This design comes from an exercise in tuning for small area on the open sky130 flow, not from production work.
In this exercise RTL edits were held to simulation tests only and were not proved equivalent to the original.

## design/flow/run.sh

```bash
#!/bin/bash
# synth_recipe.tcl (not shown) runs the flow's synth.tcl, then flattens the netlist and writes it again
# the make line also repeats each setting of config.mk as NAME=value (left out here)
make -C /OpenROAD-flow-scripts/flow DESIGN_CONFIG=/design/flow/config.mk WORK_HOME=/design/flow/orfs CLKGATE_MAP_FILE= SYNTH_SCRIPT=/design/flow/synth_recipe.tcl finish
```

## design/flow/config.mk

```make
export PLATFORM = sky130hd
export DESIGN_NAME = Pipelined_Processor
export DESIGN_NICKNAME = Pipelined_Processor
export VERILOG_FILES = /design/flow/design.v
export SDC_FILE = /design/flow/constraint.sdc
export NUM_CORES = 4
export LEC_CHECK = 0
export CAP_MARGIN = 20
export CORE_MARGIN = 2
export CORE_UTILIZATION = 40
export SLEW_MARGIN = 20
```

## design/flow/constraint.sdc

```tcl
create_clock -name core_clock -period 13.5 [get_ports {CLK}]
set_input_delay 2.7000 -clock core_clock [delete_from_list [all_inputs] [get_ports {CLK}]]
set_output_delay 2.7000 -clock core_clock [all_outputs]
set_load 0.01 [all_outputs]
```

## design/flow/design.v

```verilog
`timescale 1ns / 1ps
module Pipelined_Processor(
    input CLK,
    input reset,
    output [7:0] imem_addr,
    input [15:0] imem_data,
    output [7:0] dmem_addr,
    output [7:0] dmem_wdata,
    output dmem_we,
    input [7:0] dmem_rdata,
    output [7:0] result
);
localparam ALU_NOP = 4'b0000, ALU_EQ  = 4'b0101, ALU_SRA = 4'b0110, ALU_SLL = 4'b0111,
           ALU_ADD = 4'b1000, ALU_SUB = 4'b1001, ALU_MUL = 4'b1010, ALU_DIV = 4'b1011,
           ALU_AND = 4'b1100, ALU_OR  = 4'b1101, ALU_NOT = 4'b1110, ALU_XOR = 4'b1111;
reg  [7:0] pc;
reg  [7:0] rf [0:7];
reg  [7:0] a_e, b_e;
reg  [2:0] imm_e, rd_e;
reg  [3:0] alu_e;
reg        rw_e, mw_e, ld_e, src_e;
reg  [7:0] res_m, wd_m;
reg  [2:0] rd_m;
reg        rw_m, mw_m, ld_m;
reg  [7:0] res_w;
reg  [2:0] rd_w;
reg        rw_w;
wire [3:0] op  = imem_data[15:12];
wire [2:0] fn  = imem_data[11:9];
wire [2:0] rd  = imem_data[8:6];
wire [2:0] rs1 = imem_data[5:3];
wire [2:0] rs2 = imem_data[2:0];
wire [7:0] imm = {{5{rs2[2]}}, rs2};
reg        rw_d, mw_d, ld_d, src_d;
reg  [3:0] alu_d;
always @(*) begin
    rw_d = 1'b0; mw_d = 1'b0; ld_d = 1'b0; src_d = 1'b0; alu_d = ALU_NOP;
    case (op)
        4'b0000: begin
            rw_d = 1'b1;
            case (fn)
                3'b000: alu_d = ALU_ADD;
                3'b001: alu_d = ALU_SUB;
                3'b010: alu_d = ALU_MUL;
                3'b011: alu_d = ALU_DIV;
                3'b100: alu_d = ALU_AND;
                3'b101: alu_d = ALU_OR;
                3'b110: alu_d = ALU_XOR;
                default: alu_d = ALU_NOT;
            endcase
        end
        4'b0001, 4'b1000: begin rw_d = 1'b1; src_d = 1'b1; alu_d = ALU_ADD; end
        4'b0010: begin rw_d = 1'b1; src_d = 1'b1; ld_d = 1'b1; alu_d = ALU_ADD; end
        4'b0011: begin rw_d = 1'b1; src_d = 1'b1; mw_d = 1'b1; alu_d = ALU_ADD; end
        4'b0101, 4'b1001: alu_d = ALU_EQ;
        4'b0110: begin rw_d = 1'b1; alu_d = ALU_SRA; end
        4'b0111: begin rw_d = 1'b1; alu_d = ALU_SLL; end
        default: ;
    endcase
end
wire [7:0] a = a_e;
wire [7:0] b = b_e;
wire [7:0] addb = src_e ? {{5{imm_e[2]}}, imm_e} : b;
wire [8:1] bz;                       
assign bz[8] = 1'b1;
genvar k;
generate
    for (k = 7; k >= 1; k = k - 1) begin : gbz
        assign bz[k] = bz[k+1] & ~b[k];
    end
endgenerate
wire [7:0] quo;
generate
    for (k = 0; k < 8; k = k + 1) begin : dv
        wire [k:0]   t;
        wire [k+1:0] d;
        wire         q;
        wire [k:0]   r;
        if (k == 0) begin : g0
            assign t = a[7];
        end else begin : gn
            assign t = {dv[k-1].r, a[7-k]};
        end
        assign d = {1'b0, t} - {1'b0, b[k:0]};
        assign q = ~d[k+1] & bz[k+1];
        assign r = q ? d[k:0] : t;
        assign quo[7-k] = q;
    end
endgenerate
wire bnz = ~(bz[1] & ~b[0]);
wire [7:0] prod = a * b;
reg [7:0] y;
always @(*) begin
    case (alu_e)
        ALU_ADD: y = a + addb;
        ALU_SUB: y = a - b;
        ALU_MUL: y = prod;
        ALU_DIV: y = bnz ? quo : 8'd0;
        ALU_AND: y = a & b;
        ALU_OR:  y = a | b;
        ALU_NOT: y = ~a;
        ALU_XOR: y = a ^ b;
        ALU_SRA: y = {a[7], a[7:1]};
        ALU_SLL: y = {a[6:0], 1'b0};
        ALU_EQ:  y = {7'd0, a == b};
        default: y = 8'd0;
    endcase
end
wire zero = (y == 8'd0);
wire hzd = ld_e && (rd_e != 3'd0) &&
           ((rd_e == rd) || (rd_e == rs1) || (rd_e == rs2)) &&
           (op != 4'b0101) && (op != 4'b0100);
wire [7:0] wb_m = ld_m ? dmem_rdata : res_m;    
wire fe1 = rw_e && (rd_e != 3'd0) && (rd_e == rs1);
wire fm1 = rw_m && (rd_m != 3'd0) && (rd_m == rs1);
wire fe2 = rw_e && (rd_e != 3'd0) && (rd_e == rs2);
wire fm2 = rw_m && (rd_m != 3'd0) && (rd_m == rs2);
wire [7:0] opa = fe1 ? y : fm1 ? wb_m : rf[rs1];
wire [7:0] opb = fe2 ? y : fm2 ? wb_m : rf[rs2];
wire rel   = (op == 4'b0101) && zero;
wire pcsrc = (op == 4'b0100) || (((op == 4'b0101) || (op == 4'b1001)) && zero);
wire [7:0] pcnext = rel ? pc + imm : pcsrc ? imm : pc + 8'd1;
always @(posedge CLK or posedge reset) begin
    if (reset)
        pc <= 8'd0;
    else if (!hzd)
        pc <= pcnext;
end
always @(posedge CLK or posedge reset) begin
    if (reset) begin
        rw_e <= 1'b0; mw_e <= 1'b0; ld_e <= 1'b0; alu_e <= ALU_NOP;
    end else if (hzd) begin
        rw_e <= 1'b0; mw_e <= 1'b0; ld_e <= 1'b0; alu_e <= ALU_NOP;
    end else begin
        rw_e <= rw_d; mw_e <= mw_d; ld_e <= ld_d; alu_e <= alu_d;
    end
end
always @(posedge CLK) begin
    a_e <= opa; b_e <= opb; imm_e <= rs2; rd_e <= rd; src_e <= src_d;
    wd_m <= b_e; rd_m <= rd_e;
    rd_w <= rd_m;
end
always @(posedge CLK or posedge reset) begin
    if (reset) begin
        res_m <= 8'd0; rw_m <= 1'b0; mw_m <= 1'b0; ld_m <= 1'b0;
        res_w <= 8'd0; rw_w <= 1'b0;
    end else begin
        res_m <= y; rw_m <= rw_e; mw_m <= mw_e; ld_m <= ld_e;
        res_w <= wb_m; rw_w <= rw_m;
    end
end
integer i;
always @(posedge CLK or posedge reset) begin
    if (reset) begin
        for (i = 0; i < 8; i = i + 1)
            rf[i] <= i;
    end else if (rw_w) begin
        rf[rd_w] <= res_w;
    end
end
assign imem_addr  = pc;
assign dmem_addr  = res_m;
assign dmem_wdata = wd_m;
assign dmem_we    = mw_m;
assign result     = res_w;
endmodule
```

==> flow_summary.ini <==
[floorplanning]
boundaryPins = 59
die-area_mm2 = 0.0283
core_mm2 = 0.0267
initial_core_util_pct = 40.3
die_h_um = 168
rows = 60
die_width_um = 168

[global_route]
grt_pass1_vias = 8675
overflow = 0
grt_max_degree = 61
grt_usage_pct = 22.3
grt_pass1_wl_um = 49600
antenna_found_initial = 0

[layout]
layout_commonest_cell = ha_1
finish.instance_area_mm2 = 0.0123
layout.cells.non_filler = 1536
nNetsFinal = 1324
diodes = 0
final_cell_mix = ha_1, nor2_1, dfrtp_1
area_growth_pct = 14.3
drive_above_1_share_pct = 16.0

[sta]
fin_setup_tns_ns = 0
period_needed_ns = 12.62
setup_ws_ns = 0.880
setup-violations-final = 0
hold_violations = 0
fmax_mhz = 79.2
finalCritPeriodShare_pct = 93.5
fin_worst_skew_ns = 0.0117
slew_violations = 0
max_slew_margin_pct = 31.1
tightest_slew_ns = 1.03

[cts]
clkTransAtPathRegs_ns = 0.06
clockBufferDepth = 2
post_cts_buffers = 0
cts_tree = built
cts_resized = 0
clock_latency_ns = 0.43
cts_root_buf = clkbuf_16
ctsHoldBuffers = 0
htree_levels = 4
numClockSinks = 136
cts_buffers = 17

[setup_path]
crit_type = flip-flop to flip-flop
cp_max_fo = 13
start_kind = flip-flop
cp.arrival_ns = 12.93
required_ns = 13.81
critPathMaxStageDelay_ns = 0.61
cpMaxStageDelayCell = or4_4
cp-end-kind = flip-flop

[yosys]
synthArstFlopShare_pct = 72.8
synthCells = 1137
synth-edff-count = 0
synth_area_per_cell_um2 = 9.48
ys_seq_area_share_pct = 30.0
syn-num-nets = 1279
yosys_most_used_dff = dfrtp_1
ys_types = 88
synth_area_mm2 = 0.0108
ys_ff_latch = 136
ys.warnings.count = 2

[run]
maxCapViolCount = 0

[placement]
numPortBuffers = 58
dp_hpwl_um = 22200
gp_congestion = 0.882
dpl_cell_area_mm2 = 0.0117
pre_cts_ws_ns = 0.822
placedCellCount = 1504

[hold_path]
worst_hold_path_type = flip-flop to flip-flop

[route]
drtAntennaViolNets = 0
num_vias = 8789
wl_um = 30900
drt_iter0_drc = 684
via_per_inst = 5.72
detail_route.wl_per_cell_um = 20.1
drc = 0
drtPass1Iterations = 8

[run_status]
outcome = no timing/DRC/antenna violations
[area by class of cell]
cell class	count	area [um^2]
Fill cell	2591	14400
Multi-Input combinational cell	873	7030
Sequential cell	136	3230
Timing Repair Buffer	77	718
Clock buffer	20	457
Tap cell	341	427
Inverter	77	292
Clock inverter	12	164
[cell usage after synthesis (all sizes together) (4+ instances only)]
master | count | area share [%]
nor3 | 25 | 1.2
nor3b | 6 | 0.42
mux4 | 12 | 2.5
o21ai | 72 | 3.3
buf | 23 | 1.5
a2111oi | 6 | 0.66
a221oi | 5 | 0.46
mux2i | 32 | 3.0
clkbuf | 28 | 0.97
nand2 | 73 | 2.5
nor4 | 7 | 0.60
ha | 95 | 11
dfstp | 12 | 2.9
xor2 | 11 | 0.89
a22o | 4 | 0.32
nand2b | 21 | 1.2
a32oi | 6 | 0.49
or3 | 5 | 0.29
fa | 21 | 3.9
inv | 75 | 2.6
nand4 | 5 | 0.35
o31ai | 4 | 0.28
dfrtp | 87 | 20
nand3b | 7 | 0.49
a21o | 10 | 0.70
dfxtp | 37 | 6.9
nand3 | 21 | 0.97
and3 | 7 | 0.45
a31oi | 6 | 0.35
a22oi | 6 | 0.42
o21bai | 4 | 0.28
xnor2 | 45 | 3.8
a211oi | 8 | 0.56
o22ai | 7 | 0.41
nor2 | 90 | 3.2
nor2b | 15 | 0.87
a21oi | 80 | 3.8
mux2 | 85 | 8.9
nand4b | 7 | 0.71
o21a | 12 | 0.84
[registers in the layout, indices dropped and copies added (netlist names), 3 cells and up]
name and cells:
rd_w 3, pc 8, alu_e 4, a_e 8, res_m 8, rd_e 3
rd_m 3, rf 64, b_e 8, res_w 8, wd_m 8, imm_e 3
[metrics by stage]
stage	util, %	hold WS, ns
floorplan	-	0.331
global placement	43.7	0.337
detailed placement	43.7	0.346
CTS	46.0	0.360
global route	46.1	0.378
finish	46.1	0.355
[metal layers]
layer	wire [um]	up-vias	part of all wire, %	GRT usage, %
li1	-	4177	-	-
met1	14300	4293	46	31.6
met2	14600	277	47	36.3
met3	1420	42	4.6	2.70
met4	580	0	1.9	5.81
met5	0	-	0	0
[worst max-delay path: cells and delay by family (launching register included)]
| kind | cells | cell delay [ns] |
|---|---|---|
| AND/OR/NAND/NOR | 13 | 2.10 |
| multiplexers | 6 | 1.61 |
| buffers and inverters | 3 | 0.51 |
| flip-flops | 1 | 0.35 |
| AO/OA/AOI/OAI | 25 | 5.60 |
| adder cells (fa/ha/maj) | 7 | 2.28 |
[kinds of logic after synthesis]
family | after synthesis | synth area share [%]
AND/OR/NAND/NOR | 306 | 14.7
XOR/XNOR | 58 | 5.14
multiplexers | 129 | 14.4
adder cells (fa/ha/maj) | 116 | 14.9
flip-flops | 136 | 30.0
AO/OA/AOI/OAI | 264 | 15.8
buffers and inverters | 128 | 5.12
[worst paths after layout]
| kind | startpoint | to | slack [ns] | cells past startpoint |
|---|---|---|---|---|
| max in group asynchronous | reset | rf[0][7] | 9.67 | 3 |
| worst min register to register | mw_e | mw_m | 0.35 | 0 |
| min in group asynchronous | reset | res_m[6] | 2.66 | 2 |
| worst min-delay path | mw_e | mw_m | 0.35 | 0 |
| worst max-delay path | b_e[4] | pc[5] | 0.88 | 54 |
| worst max register to register | b_e[4] | pc[5] | 0.88 | 54 |

-- port drivers added, routing unchanged --
The results above use ideal ports. As a check the final layout listed here was re-extracted and re-timed, cells and wires unchanged.
Step 1 sets driving cells, clkbuf_16 on the clock port and buf_2 on the other inputs (assumed; they add their load-dependent delay and slew).
Step 2 adds t to the input delays and takes it off the output delays; t is the mean of the earliest and latest rising clock arrival at the registers after step 1. Input paths then give back, and output paths get back, about the clock's delay inside the block.
Three values: ideal, step 1, step 2; two values: the first two.
t, ns: 0.463
slack for setup (ns): 0.880 / 0.880 / 0.880
clock arrival spread, ns: 0.013 / 0.013
After both steps setup and hold are still met in this run. For this run, drivers alone change the setup slack by 0.000 ns; drivers and shift together by 0.000 ns.
